Source: an optimization exercise on an open RTL-to-GDS flow (aim: small area). Production flows keep margins and buffers that such runs may drop.
The RTL was checked by simulation tests, not by an equivalence proof against the original design.
The flow treats the clock pin as an ideal source. Dropping or thinning the clock tree relies on that and would not hold on a real chip.
Power and IR drop assume default switching activity.

TR:
==> module Elevator, before the edit <==
module Elevator(input CLK,
                input RST,
                input [1:0] mode,
                input [3:0] request,
                output [3:0] currentFloor1,
                output [3:0] currentFloor2,
                output doorOpen1,
                output doorOpen2,
                output [3:0] listingLeds,
                output listBusy,
                output reg state);
reg  [31:0] poolv;
reg        lb;
reg  [2:0]  lk;
reg  [3:0]  floor1, floor2;
wire [3:0] pool [0:9];
wire [7:0] nz;
wire [7:0] m;
genvar g;
generate for (g = 0; g < 8; g = g + 1) begin : g_slot
  assign pool[g] = poolv[4*g +: 4];
  assign nz[g] = (pool[g] != 4'd0);
  assign m[g]  = (pool[g] == request);
end endgenerate
assign pool[8] = 4'd0;
assign pool[9] = 4'd0;
assign currentFloor1 = floor1;
assign currentFloor2 = floor2;
assign doorOpen1 = ~state | ~nz[0];
assign doorOpen2 = ~state | ~nz[1];
assign listBusy = lb;
assign listingLeds = lb ? pool[lk] : 4'd0;
wire idle = ~state;
wire work = state | (mode == 2'd3);
wire add  = idle & (mode == 2'd0) & ~|m & ~nz[7];
wire del  = idle & (mode == 2'd2) & (request != 4'd0);
wire lst  = idle & (mode == 2'd1);
wire [7:0] s;
assign s[0] = m[0];
generate for (g = 1; g < 8; g = g + 1) begin : g_pre
  assign s[g] = s[g-1] | m[g];
end endgenerate
wire delok = del & s[7];
wire [7:0] w;
assign w[0] = ~nz[0];
generate for (g = 1; g < 8; g = g + 1) begin : g_w
  assign w[g] = ~nz[g] & nz[g-1];
end endgenerate
wire r1 = state & ~nz[0];
wire r2 = state & ~nz[1];
wire [3:0] e1 = r1 ? pool[2] : pool[0];
wire [3:0] e2 = r2 ? (r1 ? pool[3] : pool[2]) : pool[1];
wire sh2 = r1 & r2;
wire sh1 = r1 ^ r2;
wire [4:0] d1 = {1'b0, e1} - {1'b0, floor1};
wire [4:0] d2 = {1'b0, e2} - {1'b0, floor2};
wire up1 = ~d1[4] & (d1[3:0] != 4'd0);
wire up2 = ~d2[4] & (d2[3:0] != 4'd0);
wire dn1 = d1[4] & (e1 != 4'd0);
wire dn2 = d2[4] & (e2 != 4'd0);
wire [3:0] nf1 = floor1 + {dn1, dn1, dn1, up1 | dn1};
wire [3:0] nf2 = floor2 + {dn2, dn2, dn2, up2 | dn2};
wire adj1 = (d1 == 5'd0) | (d1 == 5'd1) | (d1 == 5'h1f) | (e1 == 4'd0);
wire adj2 = (d2 == 5'd0) | (d2 == 5'd1) | (d2 == 5'h1f) | (e2 == 4'd0);
wire [3:0] nt1 = adj1 ? 4'd0 : e1;
wire [3:0] nt2 = adj2 ? 4'd0 : e2;
wire head_nz = sh2 ? nz[4] : sh1 ? nz[3] : nz[2];
wire nstate = ~adj1 | ~adj2 | head_nz;
wire [2:0] ln = lb ? lk + 3'd1 : 3'd0;
wire lnb = nz[ln] & ~(lb & (lk == 3'd7));
wire nrst = ~RST;
wire wk_s2 = nrst & work & sh2;
wire wk_s1 = nrst & work & sh1;
wire wk_k  = nrst & work & ~sh1 & ~sh2;
wire id_a  = nrst & ~work & add;
wire id_d  = nrst & ~work & delok;
wire id_k  = nrst & ~work;
wire nt1s  = nrst & work & ~adj1;
wire nt2s  = nrst & work & ~adj2;
wire [31:0] poolnx;
generate for (g = 0; g < 8; g = g + 1) begin : g_next
  wire sd = id_d & s[g];
  wire sk = (id_k & ~(delok & s[g])) | ((g >= 2) ? wk_k : 1'b0);
  wire s1 = sd | ((g >= 2) ? wk_s1 : 1'b0);
  wire s2 = (g >= 2) ? wk_s2 : 1'b0;
  wire sr = id_a & w[g];
  wire [3:0] tn = (g == 0) ? ({4{nt1s}} & e1) : (g == 1) ? ({4{nt2s}} & e2) : 4'd0;
  assign poolnx[4*g +: 4] = ({4{sk}} & pool[g]) | ({4{s1}} & pool[g+1]) |
                            ({4{s2}} & pool[g+2]) | ({4{sr}} & request) | tn;
end endgenerate
always @(posedge CLK) begin
  poolv <= poolnx;
  if (RST) begin
    lb <= 1'b0;
    floor1 <= 4'd1;
    floor2 <= 4'd1;
    state <= 1'b0;
  end else begin
    if (work) begin
      floor1 <= nf1;
      floor2 <= nf2;
      state <= nstate;
      lb <= 1'b0;
    end else if (add | delok) begin
      lb <= 1'b0;
    end else if (lst) begin
      lb <= lnb;
      lk <= ln;
    end
  end
end
endmodule
==> flow/config.mk <==
export PLATFORM = sky130hd
export DESIGN_NAME = Elevator
export DESIGN_NICKNAME = Elevator
export VERILOG_FILES = /design/flow/design.v
export SDC_FILE = /design/flow/constraint.sdc
export NUM_CORES = 4
export LEC_CHECK = 0
export CAP_MARGIN = 20
export CORE_MARGIN = 2
export CORE_UTILIZATION = 70
export GPL_TIMING_DRIVEN = 0
export PLACE_DENSITY = 0.85
export SLEW_MARGIN = 20
==> flow/constraint.sdc <==
create_clock -name core_clock -period 10.0 [get_ports {CLK}]
set_input_delay 2.0000 -clock core_clock [delete_from_list [all_inputs] [get_ports {CLK}]]
set_output_delay 2.0000 -clock core_clock [all_outputs]
set_load 0.01 [all_outputs]
standard.sh (not shown) runs the stock make flow with config.mk's settings and CLKGATE_MAP_FILE= SYNTH_SCRIPT=/design/flow/synth_recipe.tcl, a recipe that flattens the netlist after the stock synthesis.
==> flow/flow/run.sh <==
#!/bin/bash
# Own flow:
#  1. the standard synthesis (standard.sh synth);
#  2. its combinational logic re-mapped for area with ABC, keeping every
#     flip-flop instance, name and cell (resynth.tcl; several ABC scripts are
#     tried and the smallest netlist is kept);
#  3. the standard layout from floorplan on, with buf_1 port buffers,
#     no large buffers for repair_design (resize_dont_use.tcl) and a
#     one-level clock tree built by hand before CTS (cts_manual.tcl).
# Each tool's output goes to a log file of its own in this folder.
set -euo pipefail
W=$(pwd)
F=$W/flow
YOSYS=$FLOW_HOME/../tools/install/yosys/bin/yosys
[ -x "$YOSYS" ] || YOSYS=yosys
R=$W/orfs/results/$FLOW_PLATFORM/Elevator/base
LIB=$FLOW_HOME/platforms/$FLOW_PLATFORM/lib/sky130_fd_sc_hd__tt_025C_1v80.lib

bash standard.sh synth > $W/log_std_synth.log 2>&1
cp $R/1_2_yosys.v $W/std_1_2_yosys.v

scripts="e2"
for i in $(seq 1 23); do scripts="$scripts e2s$i"; done
run_batch() {
  local pids=()
  for s in "$@"; do
    ( cd $W && FLOW_TOP=$FLOW_TOP LIBERTY=$LIB IN_V=$W/std_1_2_yosys.v ABC_SCRIPT=$F/$s.abc \
        OUT_V=$W/rs_$s.v OUT_STAT=$W/rs_$s.stat \
        timeout 900 $YOSYS -c $F/resynth.tcl > $W/log_resynth_$s.log 2>&1 ) &
    pids+=($!)
  done
  for p in "${pids[@]}"; do wait $p || true; done
}
# four at a time (the layout has 4 CPUs)
set -- $scripts
while [ $# -gt 0 ]; do
  batch=()
  for j in 1 2 3 4; do [ $# -gt 0 ] && { batch+=("$1"); shift; }; done
  run_batch "${batch[@]}"
done

best=""; besta=""
for s in $scripts; do
  [ -s $W/rs_$s.v ] && [ -s $W/rs_$s.stat ] || continue
  a=$(grep 'Chip area' $W/rs_$s.stat | awk '{print $NF}')
  [ -n "$a" ] || continue
  if [ -z "$besta" ] || awk "BEGIN{exit !($a < $besta)}"; then best=$s; besta=$a; fi
done
echo "resynth choice: ${best:-none} ${besta:-}" > $W/log_choice.log
if [ -n "$best" ]; then
  cp $W/rs_$best.v $R/1_2_yosys.v
  rm -f $R/1_synth.odb $R/1_synth.sdc
fi

export BUFFER_PORTS_ARGS="-buffer_cell sky130_fd_sc_hd__buf_1"
export PRE_CTS_TCL=$F/cts_manual.tcl
export MANUAL_CTS_SLEW=0.110
export PRE_RESIZE_TCL=$F/resize_dont_use.tcl
bash standard.sh finish "BUFFER_PORTS_ARGS=$BUFFER_PORTS_ARGS" "PRE_CTS_TCL=$PRE_CTS_TCL" "PRE_RESIZE_TCL=$PRE_RESIZE_TCL" > $W/log_std_finish.log 2>&1
Other scripts of this flow, unchanged in this note and not shown: flow/flow/cts_manual.tcl, flow/flow/e2.abc, flow/flow/e2s1.abc, flow/flow/e2s10.abc, flow/flow/e2s11.abc, flow/flow/e2s12.abc, flow/flow/e2s13.abc, flow/flow/e2s14.abc, flow/flow/e2s15.abc, flow/flow/e2s16.abc, flow/flow/e2s17.abc, flow/flow/e2s18.abc, flow/flow/e2s19.abc, flow/flow/e2s2.abc, flow/flow/e2s20.abc, flow/flow/e2s21.abc, flow/flow/e2s22.abc, flow/flow/e2s23.abc, flow/flow/e2s3.abc, flow/flow/e2s4.abc, flow/flow/e2s5.abc, flow/flow/e2s6.abc, flow/flow/e2s7.abc, flow/flow/e2s8.abc, flow/flow/e2s9.abc, flow/flow/resize_dont_use.tcl, flow/flow/resynth.tcl
TR ended with every stage complete and zero timing, DRC or antenna violations.
What JK does differently from TR at the input level:
==> flow/design.v, changed modules only <==
module Elevator(input CLK,
                input RST,
                input [1:0] mode,
                input [3:0] request,
                output [3:0] currentFloor1,
                output [3:0] currentFloor2,
                output doorOpen1,
                output doorOpen2,
                output [3:0] listingLeds,
                output listBusy,
                output reg state);
reg  [31:0] poolv;
reg  [4:0]  lj;
reg  [3:0]  floor1, floor2;
wire [3:0] pool [0:9];
wire [7:0] nz;
wire [7:0] m;
genvar g;
generate for (g = 0; g < 8; g = g + 1) begin : g_slot
  assign pool[g] = poolv[4*g +: 4];
  assign nz[g] = (pool[g] != 4'd0);
  assign m[g]  = (pool[g] == request);
end endgenerate
assign pool[8] = 4'd0;
assign pool[9] = 4'd0;
assign currentFloor1 = floor1;
assign currentFloor2 = floor2;
assign doorOpen1 = ~state | ~nz[0];
assign doorOpen2 = ~state | ~nz[1];
wire [7:0] lp = {lj[3] & ~lj[2], lj[2] & ~lj[1], lj[1] & ~lj[0], lj[4] & lj[0],
                 lj[3] & ~lj[4], lj[2] & ~lj[3], lj[1] & ~lj[2], lj[0] & ~lj[1]};
wire lb = lj[0] | lj[3];
assign listBusy = lb;
reg [3:0] leds;
integer q;
always @* begin
  leds = 4'd0;
  for (q = 0; q < 8; q = q + 1)
    leds = leds | ({4{lp[q]}} & pool[q]);
end
assign listingLeds = leds;
wire idle = ~state;
wire work = state | (mode == 2'd3);
wire add  = idle & (mode == 2'd0) & ~|m & ~nz[7];
wire del  = idle & (mode == 2'd2) & (request != 4'd0);
wire lst  = idle & (mode == 2'd1);
wire [7:0] s;
assign s[0] = m[0];
generate for (g = 1; g < 8; g = g + 1) begin : g_pre
  assign s[g] = s[g-1] | m[g];
end endgenerate
wire delok = del & s[7];
wire [7:0] w;
assign w[0] = ~nz[0];
generate for (g = 1; g < 8; g = g + 1) begin : g_w
  assign w[g] = ~nz[g] & nz[g-1];
end endgenerate
wire r1 = state & ~nz[0];
wire r2 = state & ~nz[1];
wire [3:0] e1 = r1 ? pool[2] : pool[0];
wire [3:0] e2 = r2 ? (r1 ? pool[3] : pool[2]) : pool[1];
wire sh2 = r1 & r2;
wire sh1 = r1 ^ r2;
wire [4:0] d1 = {1'b0, e1} - {1'b0, floor1};
wire [4:0] d2 = {1'b0, e2} - {1'b0, floor2};
wire up1 = ~d1[4] & (d1[3:0] != 4'd0);
wire up2 = ~d2[4] & (d2[3:0] != 4'd0);
wire dn1 = d1[4] & (e1 != 4'd0);
wire dn2 = d2[4] & (e2 != 4'd0);
wire [3:0] nf1 = floor1 + {dn1, dn1, dn1, up1 | dn1};
wire [3:0] nf2 = floor2 + {dn2, dn2, dn2, up2 | dn2};
wire adj1 = (d1 == 5'd0) | (d1 == 5'd1) | (d1 == 5'h1f) | (e1 == 4'd0);
wire adj2 = (d2 == 5'd0) | (d2 == 5'd1) | (d2 == 5'h1f) | (e2 == 4'd0);
wire [3:0] nt1 = adj1 ? 4'd0 : e1;
wire [3:0] nt2 = adj2 ? 4'd0 : e2;
wire head_nz = sh2 ? nz[4] : sh1 ? nz[3] : nz[2];
wire nstate = ~adj1 | ~adj2 | head_nz;
wire ladv = |({lp[6:0], ~lb} & nz);
wire [4:0] ljn = ladv ? {lj[3:0], ~lj[4]} : 5'd0;
wire nrst = ~RST;
wire wk_s2 = nrst & work & sh2;
wire wk_s1 = nrst & work & sh1;
wire wk_k  = nrst & work & ~sh1 & ~sh2;
wire id_a  = nrst & ~work & add;
wire id_d  = nrst & ~work & delok;
wire id_k  = nrst & ~work;
wire nt1s  = nrst & work & ~adj1;
wire nt2s  = nrst & work & ~adj2;
wire [31:0] poolnx;
generate for (g = 0; g < 8; g = g + 1) begin : g_next
  wire sd = id_d & s[g];
  wire sk = (id_k & ~(delok & s[g])) | ((g >= 2) ? wk_k : 1'b0);
  wire s1 = sd | ((g >= 2) ? wk_s1 : 1'b0);
  wire s2 = (g >= 2) ? wk_s2 : 1'b0;
  wire sr = id_a & w[g];
  wire [3:0] tn = (g == 0) ? ({4{nt1s}} & e1) : (g == 1) ? ({4{nt2s}} & e2) : 4'd0;
  assign poolnx[4*g +: 4] = ({4{sk}} & pool[g]) | ({4{s1}} & pool[g+1]) |
                            ({4{s2}} & pool[g+2]) | ({4{sr}} & request) | tn;
end endgenerate
always @(posedge CLK) begin
  poolv <= poolnx;
  if (RST) begin
    lj <= 5'd0;
    floor1 <= 4'd1;
    floor2 <= 4'd1;
    state <= 1'b0;
  end else begin
    if (work) begin
      floor1 <= nf1;
      floor2 <= nf2;
      state <= nstate;
      lj <= 5'd0;
    end else if (add | delok) begin
      lj <= 5'd0;
    end else if (lst) begin
      lj <= ljn;
    end
  end
end
endmodule
==> comparison <==
- In JK the global-route track usage on met1 turned out 1.4 points higher than in TR.
- Summary of JK over TR: routability congestion estimate from global placement +0.59%; ratio of cells with drive above 1 in the final layout fell by 0.20 points.
- Compared with TR, in JK post-synth design cell area shows a reduction of 13 µm², final worst-path setup slack lost 7.8 ps, cell-internal power went up.
- From TR to JK the numbers moved as follows: design area lower, global-route wire length before repair now larger.
- When JK is measured against TR, its critical path depth turns out 2 lower.
- Synthesized instance count, JK vs TR: down by a few percent
- Between TR and JK, the flow reports total power increasing by a few percent.
No run of this note takes its clock network from TritonCTS; it comes from the design's own scripts or RTL.

==> re-timing with driven ports <==
The results above use ideal ports. As a check the final layouts listed here were re-extracted and re-timed, cells and wires unchanged. Step 1, drivers: a clkbuf_16 drives CLK and a buf_2 each remaining input, both assumed. Step 2, shift: input delay + t, output delay - t, t = (earliest + latest rising clock arrival at the registers) / 2. This alone moves slack from input paths to output paths. a / b / c = ideal ports / drivers / drivers and shift; a / b = the first two.
run | t, ns | setup WS [ns] | clock arrival spread, ns | worst data-port slew with drivers (ns) | pins driven straight from the clock port
TR | 0.204 | 4.147 / 4.171 / 3.967 | 0.016 / 0.016 | 0.03 | 3
JK | 0.206 | 4.140 / 4.167 / 3.961 | 0.015 / 0.016 | 0.03 | 3
After both steps setup and hold are still met in every run listed. For TR, which loses most, drivers alone change the setup slack by +0.024 ns; drivers and shift together by -0.180 ns.
